What follows belongs to an exercise in optimizing a design on an open flow for small area; a production flow would make more cautious choices.
At most, simulation tests tie the RTL to the original design; equivalence was not proved.
The flow treats the clock pin as an ideal source, which a real chip does not have.

== alpha ==
==> flow/design.v <==
module cpu(input         clk, reset,
           input  [15:0] dataout, instruction,
           output        MemRd, MemWr,
           output [15:0] datain, instrAddr, dataAddr);
  reg  [15:0] pc;                       
  reg  [15:0] ins;                      
  reg         regwrE, memrdE, memwrE;   
  reg         fmeE;
  reg  [1:0]  wbE;
  reg  [2:0]  rdE;
  reg  [15:0] resE, sdE;
  reg         regwrM, memrdM, memwrM;   
  reg  [1:0]  wbM;
  reg  [2:0]  rdM;
  reg  [15:0] aluM, dinM;
  reg  [15:0] r1, r2, r3, r4, r5, r6, r7;
  wire [3:0] op = ins[15:12];
  wire       m  = ins[11];
  wire isAnd  = op == 4'b0000;
  wire isSub  = op == 4'b0010;
  wire isAndi = op == 4'b0100;
  wire isLw   = op == 4'b0101;
  wire isLb   = op == 4'b0110;
  wire isSw   = op == 4'b0111;
  wire isBr   = op[3:2] == 2'b10;
  wire isJc   = op[3:1] == 3'b110;      
  wire isCall = op == 4'b1101;
  wire isRet  = op == 4'b1110;
  wire isSv   = op == 4'b1111;
  wire rtype  = op[3:2] == 2'b00 && op[1:0] != 2'b11;    
  wire itype  = !op[3] && !rtype;                        
  wire regWrD = rtype || (itype && !isSw) || isCall;
  wire memRdD = isLw || isLb;
  wire memWrD = isSw || isSv;
  wire killF  = op[3] && !isSv;
  reg [2:0] rs1, rs2, rd;
  always @(*) begin
    if (isRet)                 rs1 = 3'b111;
    else if (isSv || (isBr && m)) rs1 = 3'b000;
    else if (itype || isBr)    rs1 = ins[7:5];
    else                       rs1 = ins[8:6];
    if (isSv)                  rs2 = ins[11:9];
    else if (itype || isBr)    rs2 = ins[10:8];
    else                       rs2 = ins[5:3];
    if (isCall)                rd = 3'b111;
    else if (itype && !isSw)   rd = ins[10:8];
    else                       rd = ins[11:9];
  end
  function [15:0] rfread(input [2:0] a, input [15:0] x1, x2, x3, x4, x5, x6, x7);
    case (a)
      3'd1: rfread = x1;
      3'd2: rfread = x2;
      3'd3: rfread = x3;
      3'd4: rfread = x4;
      3'd5: rfread = x5;
      3'd6: rfread = x6;
      3'd7: rfread = x7;
      default: rfread = 16'd0;
    endcase
  endfunction
  function [15:0] add16(input [15:0] a, b, input cin);
    integer i;
    reg c;
    begin
      c = cin;
      for (i = 0; i < 16; i = i + 1) begin
        add16[i] = a[i] ^ b[i] ^ c;
        c = (a[i] & b[i]) | (c & (a[i] ^ b[i]));
      end
    end
  endfunction
  function [15:0] pfx16(input [15:0] a, b, input cin);
    integer i, l;
    reg [15:0] g, p, G, P;
    begin
      g = a & b;
      p = a ^ b;
      G = g; P = p;
      G[0] = g[0] | (p[0] & cin);
      for (l = 0; l < 4; l = l + 1)
        for (i = (2 << l) - 1; i < 16; i = i + (2 << l)) begin
          G[i] = G[i] | (P[i] & G[i - (1 << l)]);
          P[i] = P[i] & P[i - (1 << l)];
        end
      for (l = 2; l >= 0; l = l - 1)
        for (i = 3 * (1 << l) - 1; i < 16; i = i + (2 << l)) begin
          G[i] = G[i] | (P[i] & G[i - (1 << l)]);
          P[i] = P[i] & P[i - (1 << l)];
        end
      pfx16 = p ^ {G[14:0], cin};
    end
  endfunction
  wire [15:0] wdM = wbM == 2'b01 ? dataout :
                    wbM[1]       ? {{8{wbM[0] & dataout[7]}}, dataout[7:0]} :
                                   aluM;
  wire e1 = rs1 != 0 && rs1 == rdE && regwrE;
  wire m1 = rs1 != 0 && rs1 == rdM && regwrM;
  wire e2 = rs2 != 0 && rs2 == rdE && regwrE;
  wire m2 = rs2 != 0 && rs2 == rdM && regwrM;
  wire [15:0] A  = e1 ? resE : m1 ? wdM : rfread(rs1, r1, r2, r3, r4, r5, r6, r7);
  wire [15:0] F2 = e2 ? resE : m2 ? wdM : rfread(rs2, r1, r2, r3, r4, r5, r6, r7);
  wire fwdME = memrdE && memWrD && rdE == rdM;
  wire stall = memrdE && (e1 || e2) && !fwdME;
  wire [15:0] imm  = {{11{ins[4] && !isAndi}}, ins[4:0]};
  wire [15:0] B    = itype ? imm : F2;
  wire        sub  = isSub || isBr;
  wire [15:0] sum  = pfx16(A, sub ? ~B : B, sub);
  wire [15:0] res  = isCall ? pc : (isAnd || isAndi) ? (A & B) : sum;
  wire Z = sum == 16'd0;
  wire N = sum[15];
  wire V = (A[15] ^ F2[15]) & (A[15] ^ sum[15]);
  wire taken = isBr && (op[1] ? (Z ^ op[0]) : (op[0] ? (N == V) : (Z || N != V)));
  wire [5:0]  off = {ins[4], ins[4:0]} + 6'b111110;
  wire [15:0] lo2 = add16({10'd0, pc[5:0]}, 16'd2, 1'b0);
  wire [15:0] lob = add16({10'd0, pc[5:0]}, {10'd0, off}, 1'b0);
  wire [9:0]  hi  = pc[15:6];
  wire [9:0]  hiInc, hiDec;
  wire [10:0] ci, bi;                    
  assign ci[0] = 1'b1;
  assign bi[0] = 1'b1;
  genvar g;
  generate
    for (g = 0; g < 10; g = g + 1) begin : incdec
      assign hiInc[g]  = hi[g] ^ ci[g];
      assign hiDec[g]  = hi[g] ^ bi[g];
      assign ci[g + 1] = ci[g] & hi[g];
      assign bi[g + 1] = bi[g] & !hi[g];
    end
  endgenerate
  wire [15:0] pc2 = {lo2[6] ? hiInc : hi, lo2[5:0]};
  wire [15:0] bt  = {lob[6] == off[5] ? hi : lob[6] ? hiInc : hiDec, lob[5:0]};
  wire [15:0] pcn = taken ? bt :
                    isJc  ? {pc[15:13], ins[11:0], 1'b0} :
                    isRet ? r7 :
                    killF ? pc : pc2;
  always @(negedge clk, posedge reset)
    if (reset) begin
      pc <= 16'd0; ins <= 16'd0;
      regwrE <= 1'b0; memrdE <= 1'b0; memwrE <= 1'b0;
      regwrM <= 1'b0; memrdM <= 1'b0; memwrM <= 1'b0;
    end else begin
      if (!stall) begin
        pc  <= pcn;
        ins <= killF ? 16'd0 : instruction;
      end
      regwrE <= regWrD && !stall;
      memwrE <= memWrD && !stall;
      memrdE <= memRdD;
      regwrM <= regwrE; memrdM <= memrdE; memwrM <= memwrE;
    end
  always @(negedge clk) begin
    rdE  <= rd;
    wbE  <= {isLb, isLw || (isLb && m)};
    resE <= res;
    sdE  <= isSv ? {{7{ins[8]}}, ins[8:0]} : F2;
    fmeE <= memrdE && isSw && rdE == rdM;
    rdM  <= rdE; wbM <= wbE; aluM <= resE;
    dinM <= fmeE ? dataout : sdE;
  end
  always @(negedge clk)
    if (regwrM)
      case (rdM)
        3'd1: r1 <= wdM;
        3'd2: r2 <= wdM;
        3'd3: r3 <= wdM;
        3'd4: r4 <= wdM;
        3'd5: r5 <= wdM;
        3'd6: r6 <= wdM;
        3'd7: r7 <= wdM;
        default: ;
      endcase
  assign instrAddr = pc;
  assign dataAddr  = aluM;
  assign datain    = dinM;
  assign MemWr     = memwrM;
  assign MemRd     = memrdM;
endmodule
Settings: LEC_CHECK=0, ABC_AREA=1, CAP_MARGIN=10, CORE_MARGIN=2, CORE_UTILIZATION=40, GPL_TIMING_DRIVEN=0, SLEW_MARGIN=10; clock period 20.0 ns.
standard.sh (not shown) runs the stock make flow with config.mk's settings and CLKGATE_MAP_FILE= SYNTH_SCRIPT=/design/flow/synth_recipe.tcl, a recipe that flattens the netlist after the stock synthesis.
==> flow/flow/run.sh <==
#!/bin/bash
# The standard layout with 1x port buffers, one inverter for the
# falling-edge clock and a clock tree of small buffers without dummy loads.
# Each step's output goes to a log of its own in this folder.
set -euo pipefail
here=$(cd "$(dirname "${BASH_SOURCE[0]}")" && pwd)
export BUFFER_PORTS_ARGS="-buffer_cell sky130_fd_sc_hd__buf_1"
export CTS_ARGS="-sink_clustering_enable -repair_clock_nets -dont_use_dummy_load -buf_list sky130_fd_sc_hd__clkbuf_8 -sink_clustering_size 16 -sink_clustering_max_diameter 60"
export PRE_CTS_TCL="$here/pre_cts.tcl"
export POST_CTS_TCL="$here/post_cts.tcl"
export PRE_GLOBAL_PLACE_TCL="$here/pre_place.tcl"
# the Liberty file restructure maps to: the platform's, less its don't-use cells
dont_use=$(sed -n '/^export DONT_USE_CELLS/,/^$/p' "$FLOW_HOME/platforms/sky130hd/config.mk" | grep -oE 'sky130_fd_sc_hd__[A-Za-z0-9_]+' | tr '\n' ' ')
python3 "$here/filter_lib.py" "$FLOW_HOME/platforms/sky130hd/lib/sky130_fd_sc_hd__tt_025C_1v80.lib" "$PWD/restructure.lib" $dont_use > filter_lib.log 2>&1
export RESTRUCTURE_LIB="$PWD/restructure.lib"
bash standard.sh synth > synth.log 2>&1
bash standard.sh floorplan > floorplan.log 2>&1
bash standard.sh place > place.log 2>&1
bash standard.sh cts > cts.log 2>&1
bash standard.sh finish > finish.log 2>&1
Other scripts of this flow, unchanged in this note and not shown: flow/flow/filter_lib.py, flow/flow/post_cts.tcl, flow/flow/pre_cts.tcl, flow/flow/pre_place.tcl
Input changes introduced in beta (baseline for comparison: alpha):
--- a/flow/design.v
+++ b/flow/design.v
@@ -97,7 +97,7 @@
   wire m1 = rs1 != 0 && rs1 == rdM && regwrM;
   wire e2 = rs2 != 0 && rs2 == rdE && regwrE;
   wire m2 = rs2 != 0 && rs2 == rdM && regwrM;
-  wire [15:0] A  = e1 ? resE : m1 ? wdM : rfread(rs1, r1, r2, r3, r4, r5, r6, r7);
+  wire [15:0] A  = e1 && !isRet ? resE : m1 && !isRet ? wdM : rfread(rs1, r1, r2, r3, r4, r5, r6, r7);
   wire [15:0] F2 = e2 ? resE : m2 ? wdM : rfread(rs2, r1, r2, r3, r4, r5, r6, r7);
   wire fwdME = memrdE && memWrD && rdE == rdM;
   wire stall = memrdE && (e1 || e2) && !fwdME;
@@ -131,7 +131,7 @@
   wire [15:0] bt  = {lob[6] == off[5] ? hi : lob[6] ? hiInc : hiDec, lob[5:0]};
   wire [15:0] pcn = taken ? bt :
                     isJc  ? {pc[15:13], ins[11:0], 1'b0} :
-                    isRet ? r7 :
+                    isRet ? A :
                     killF ? pc : pc2;
   always @(negedge clk, posedge reset)
     if (reset) begin
Findings:
Compared with alpha, beta shows a final-layout clock buffer total that is 2.9% lower.
The clock skew of beta and that of alpha are within noise of each other.
Taking alpha as the reference, in beta area of the placeable core grew by about 2%, post-synthesis instance area grew by about 1%, post-route met1 wirelength shrank by 700 µm, worst hold slack held steady.
Function not checked in beta: the RTL went through the layout flow alone.
